This design comes from an exercise in tuning for small area and a short achievable clock period on the open sky130 flow, not from production work.
Only simulation tests tie the RTL to the original design; equivalence was not proved.
Power figures rest on the tool's default switching activity, not on a simulated workload.

==> design.v <==
`timescale 1ns/10ps
module IMU_synth
                                (data,  
                                value, row, clk, rst);
    output [31:0] data;
    input [31:0] value;
    input [31:0] row;
    input clk;
    input rst;
    wire [31:0] value_w;
    wire [31:0] row_w;
    wire [31:0] data_w;
    D_FF_32 DF1(row_w, row, clk, rst);
    D_FF_32 DF2(value_w, value, clk, rst);
    IMU_FP FP1(data_w, value_w, row_w);
    D_FF_32 DF3(data, data_w, clk, rst);
endmodule
module IMU_FP   
                                (out_data,  
                                value, row_data);  
    output [31:0] out_data;  
    input [31:0] value;
    input [31:0] row_data;
    wire check_zero;
    wire [31:0]mult_out;
    assign check_zero = (row_data == 32'b0); 
    float32_multiplier fpmult(value, row_data, mult_out);
    assign out_data = mult_out & {32{~check_zero}};
endmodule
module float32_multiplier (
    a, b, out
);
    input [31:0] a;    
    input [31:0] b;    
    output [31:0] out;  
    wire sign_a = a[31];
    wire [7:0] exponent_a = a[30:23];
    wire [22:0] mantissa_a = a[22:0];
    wire sign_b = b[31];
    wire [7:0] exponent_b = b[30:23];
    wire [22:0] mantissa_b = b[22:0];
    wire out_sign = sign_a ^ sign_b;
    wire [8:0] exponent_sum = {1'b0, exponent_a} + {1'b0, exponent_b} - 8'd127;
    wire [23:0] normalized_mantissa_a = {1'b1, mantissa_a};
    wire [23:0] normalized_mantissa_b = {1'b1, mantissa_b};
    wire [47:0] mantissa_product = normalized_mantissa_a * normalized_mantissa_b;
    wire [7:0] out_exponent;
    wire [22:0] out_mantissa;
    assign out_exponent = (mantissa_product[47]) ? exponent_sum[7:0] + 1 : exponent_sum[7:0];
    assign out_mantissa = (mantissa_product[47]) ? mantissa_product[46:24] : mantissa_product[45:23];
    assign out = {out_sign, out_exponent, out_mantissa};
endmodule
module D_FF_32(q, in, clk, reset);  
  	output [31:0] q;
  	input [31:0] in;
  	input clk, reset;
  	reg [31:0] q;
    	always @ (posedge clk)
  	  begin
      	   if(!reset)
             q <= 2'b0;
            else
             q <= in;
      end
endmodule
==> run.sh <==
#!/bin/bash
# synth_recipe.tcl (not shown) runs the flow's synth.tcl, then flattens the netlist and writes it again
# the make line also repeats each setting of config.mk as NAME=value (left out here)
make -C /OpenROAD-flow-scripts/flow DESIGN_CONFIG=/design/flow/config.mk WORK_HOME=/design/flow/orfs CLKGATE_MAP_FILE= SYNTH_SCRIPT=/design/flow/synth_recipe.tcl finish
==> config.mk <==
export PLATFORM = sky130hd
export DESIGN_NAME = IMU_synth
export DESIGN_NICKNAME = IMU_synth
export VERILOG_FILES = /design/flow/design.v
export SDC_FILE = /design/flow/constraint.sdc
export NUM_CORES = 4
export LEC_CHECK = 0
export CAP_MARGIN = 20
export CORE_MARGIN = 2
export CORE_UTILIZATION = 40
export SLEW_MARGIN = 20
==> constraint.sdc <==
create_clock -name core_clock -period 8.0 [get_ports {clk}]
set_input_delay 1.6000 -clock core_clock [delete_from_list [all_inputs] [get_ports {clk}]]
set_output_delay 1.6000 -clock core_clock [all_outputs]
set_load 0.01 [all_outputs]
==> results.toml <==
[detailed_routing]
drc = 0
met3_length_microns = 2880
drt-initial-drc-count = 888
dr_wl_met2_microns = 30500
drt_first_pass_iters = 7
top_layer = "met5"
routed_wirelength_microns = 60600
wl_met1_microns = 25000
ant_nets = 0
vias = 15900
wl_per_cell_microns = 19.0
routed_via_density = 4.96

[logic_synthesis]
synth_top_area_frac = 0.446
syn-cell-area_sq_mm = 0.0216
syn-num-nets = 3121
synthTopCellsByArea = "fa_1, ha_1, inv_1, dfxtp_1, and2_1"
syn_area_per_cell_sq_um = 9.06
async_flop_share = 0
synth_cell_types = 57
syn_inst = 2390
synth-seq-cells = 96
yosys_warnings = 1
synth_edf_count = 0
synthFlopType = "dfxtp_1"
synth_area_leader_cell = "fa_1"
ys_seq_area_frac = 0.0888

[timing]
max_freq_mhz = 132
setup_tns_ns = 0
worst_slack_ns = 0.428
fin_skew_ns = 0.0267
fin_crit_ns = 7.57
setup_viol = 0
finalMaxSlewViolations = 0
rsz0062_at_grt = "no"
hold_violations = 0
tightest_slew_ns = 0.809
finalCritPeriodShare = 0.946
slew_headroom = 0.460

[clock_network]
clk_latency_ns = 0.41
numCtsBuffers = 9
clkTransAtPathRegs_ns = 0.11
cts_max_level = 3
cts_hold_buf = 0
cts_tree = "yes"
cts_root_buf = "clkbuf_16"
cts.path.max_buffers = 2
clkSinkCount = 96

[worst_setup_path]
cp_slowest_cell = "dfxtp_1"
critPathKind = "flop to flop"
crit_path_start_kind = "flop"
path_common_cell = "fa_1"
cp_slowest_stage_delay_ns = 0.86
cp_cell_sequence = "buf_4, and2_1, fa_1, inv_1, fa_1, fa_1, fa_1, inv_1, fa_1, fa_1, inv_1, fa_1, inv_1, ha_1, a21oi_1, o21ai_0, a31oi_1, o221a_2, a31o_4, o31ai_4, xnor2_4, buf_4, nor2_1, a2111oi_1"
critPathRequiredTime_ns = 8.27
arrival_ns = 7.84
end_kind = "flop"
critPathMaxFanout = 14
crit_buf_inv = 6
cp_top_family = "adder cells"

[finish]
final_common_cell = "inv_1"
syn_to_final_growth_pct = 11.8
fin_nets = 3224
layout_common_cells = "inv_1, fa_1, and2_1, nand2_1, ha_1"
drive_gt1_frac = 0.0649
stdcell_count = 3196
fillers = 5189

[placed_design]
port_buffers = 97
dp_slack_ns = 0.251
dp_hpwl_microns = 50800
dp_cells = 3178
globalplace.congestion = 0.890

[pwr]
irDropWorstVdd_mv = 0.203
leakage_nw = 12.2
power.density_mw_per_mm2 = 204

[die]
core_sq_mm = 0.0537
core.rowCount = 85
boundaryPins = 98
die_w_microns = 237
initial_utilization = 0.403
die_h_microns = 237
die-area_sq_mm = 0.0560

[global_routing]
grt_pass1_wl_microns = 97900
antenna_found_initial = 3
grt_overflow_total = 0
grt_usage = 0.229
grt_max_degree = 66
grt_pass1_vias = 18000

[hold_path]
hp-class = "flop to flop"

[outcome]
status = "complete, no violations"

[flow_run]
cap_violations = 0
[worst reg2reg max path: stages, from the launching register on]
cell and delay (ns):
dfxtp_1 0.86, buf_4 0.36, and2_1 0.19, fa_1 0.16
inv_1 0.05, fa_1 0.47, fa_1 0.45, fa_1 0.49
inv_1 0.05, fa_1 0.44, fa_1 0.52, inv_1 0.06
fa_1 0.50, inv_1 0.05, ha_1 0.31, a21oi_1 0.41
o21ai_0 0.17, a31oi_1 0.29, o221a_2 0.30, a31o_4 0.19
o31ai_4 0.09, xnor2_4 0.42, buf_4 0.21, nor2_1 0.04
a2111oi_1 0.35
[metrics by stage]
| stage | utilization | hold WS [ns] | power [mW] | instance area, sq um |
|---|---|---|---|---|
| after floorplan | - | 0.454 | 3.13 | 21600 |
| final | 0.451 | 0.500 | 4.93 | 24200 |
| after detailed placement | 0.444 | 0.488 | 4.42 | 23800 |
| after CTS | 0.450 | 0.509 | 4.99 | 24200 |
| after global placement | 0.444 | 0.467 | 4.39 | 23800 |
| after global routing | 0.451 | 0.557 | 5.47 | 24200 |
[cells by family after synthesis]
kind of cell	after synthesis	share of synthesized area
xor gates and xnor gates	34	0.0141
and+or+nand+nor	733	0.171
muxes	23	0.0109
DFF	96	0.0888
buffers and inverters	713	0.124
AOI/OAI and AO/OA	126	0.0390
adders and majority gates	665	0.552
[final timing paths]
path / startpoint / to / slack, ns / cells past startpoint
worst max register to register: DF2.q[3]$_SDFF_PN0_ / DF3.q[20]$_SDFF_PN0_ / 0.43 / 24
worst max-delay path: DF2.q[3]$_SDFF_PN0_ / DF3.q[20]$_SDFF_PN0_ / 0.43 / 24
worst min register to register: DF2.q[31]$_SDFF_PN0_ / DF3.q[31]$_SDFF_PN0_ / 0.50 / 2
worst min-delay path: DF2.q[31]$_SDFF_PN0_ / DF3.q[31]$_SDFF_PN0_ / 0.50 / 2
[final cells by class]
class / instances / area, sq um / share of cell area
tap: 696 / 871 / 0.0360
clock inverter: 7 / 88.8 / 0.00367
timing repair buffer: 199 / 1730 / 0.0716
antenna: 2 / 5.00 / 0.000207
inverter: 606 / 2270 / 0.0940
clock buffer: 9 / 225 / 0.00930
sequential: 96 / 1960 / 0.0808
multi-input combinational: 1581 / 17100 / 0.704
[layer usage]
layer,global-route usage,vias to the layer above
li1,-,7166
met1,0.286,8194
met2,0.398,408
met3,0.0403,97
met4,0.0844,2
met5,0,-
[state kept, by name (all words and copies together), names as in the netlist]
name / flops
DF2.q: 32
DF3.q: 32
DF1.q: 32
[synth_stat cells, types with 2 or more instances]
cell	n
o31ai_1	6
mux2_2	4
o21a_1	2
or2_2	3
mux2i_1	19
inv_1	604
dfxtp_1	96
buf_1	4
o2111ai_1	2
ha_1	183
buf_2	4
nor2_1	68
a41oi_1	2
nor3_1	7
nand3_1	9
fa_1	482
o221ai_1	2
nand4_1	11
a211oi_1	3
a31oi_1	4
or3_1	9
xor2_1	12
clkinv_1	2
nor2b_1	4
clkbuf_1	97
o21ai_0	20
a21o_1	24
o21bai_1	4
a21oi_1	40
nand2b_1	5
o221a_2	2
xnor2_1	21
nor3b_1	2
nand3b_1	3
and3_1	8
a2111oi_0	2
nand2_1	286
nor4_1	11
o211ai_1	5
and2_1	301
[timing repair]
item	4_1_cts	5_1_grt
resized for setup	0	29
endpoints found under the setup margin	0	28
setup buffers	0	0
hold endpoints to repair	0	0
[report_power, final]
part	switching, mW	internal, mW
Clock	0.288	0.229
Sequential	0.0713	0.558
Combinational	2.18	1.61

-- afterwards: timing with drivers on the ports --
The results above use ideal ports. As a check the final layout listed here was re-extracted and re-timed, cells and wires unchanged.
Step 1 (the two cells are an assumption about what drives the block):
set clk [get_ports {clk}]
set_driving_cell -lib_cell sky130_fd_sc_hd__clkbuf_16 $clk
set_driving_cell -lib_cell sky130_fd_sc_hd__buf_2 [delete_from_list [all_inputs] $clk]
Step 2 adds t to the input delays and takes it off the output delays; t is the mean of the earliest and latest rising clock arrival at the registers after step 1. Input paths then give back, and output paths get back, about the clock's delay inside the block.
Slacks: ideal / step 1 / step 2; pairs: ideal / step 1.
shift t [ns]: 0.454
setup slack, ns: 0.428 / 0.428 / 0.428
worst register clock-pin slew, ns: 0.11 / 0.11
worst slew at a driven data input, ns: 0.10
pins driven straight from the clock port: 1
After both steps this run still meets setup and hold. The setup slack of this run moves by 0.000 ns with the drivers and by 0.000 ns with both steps.
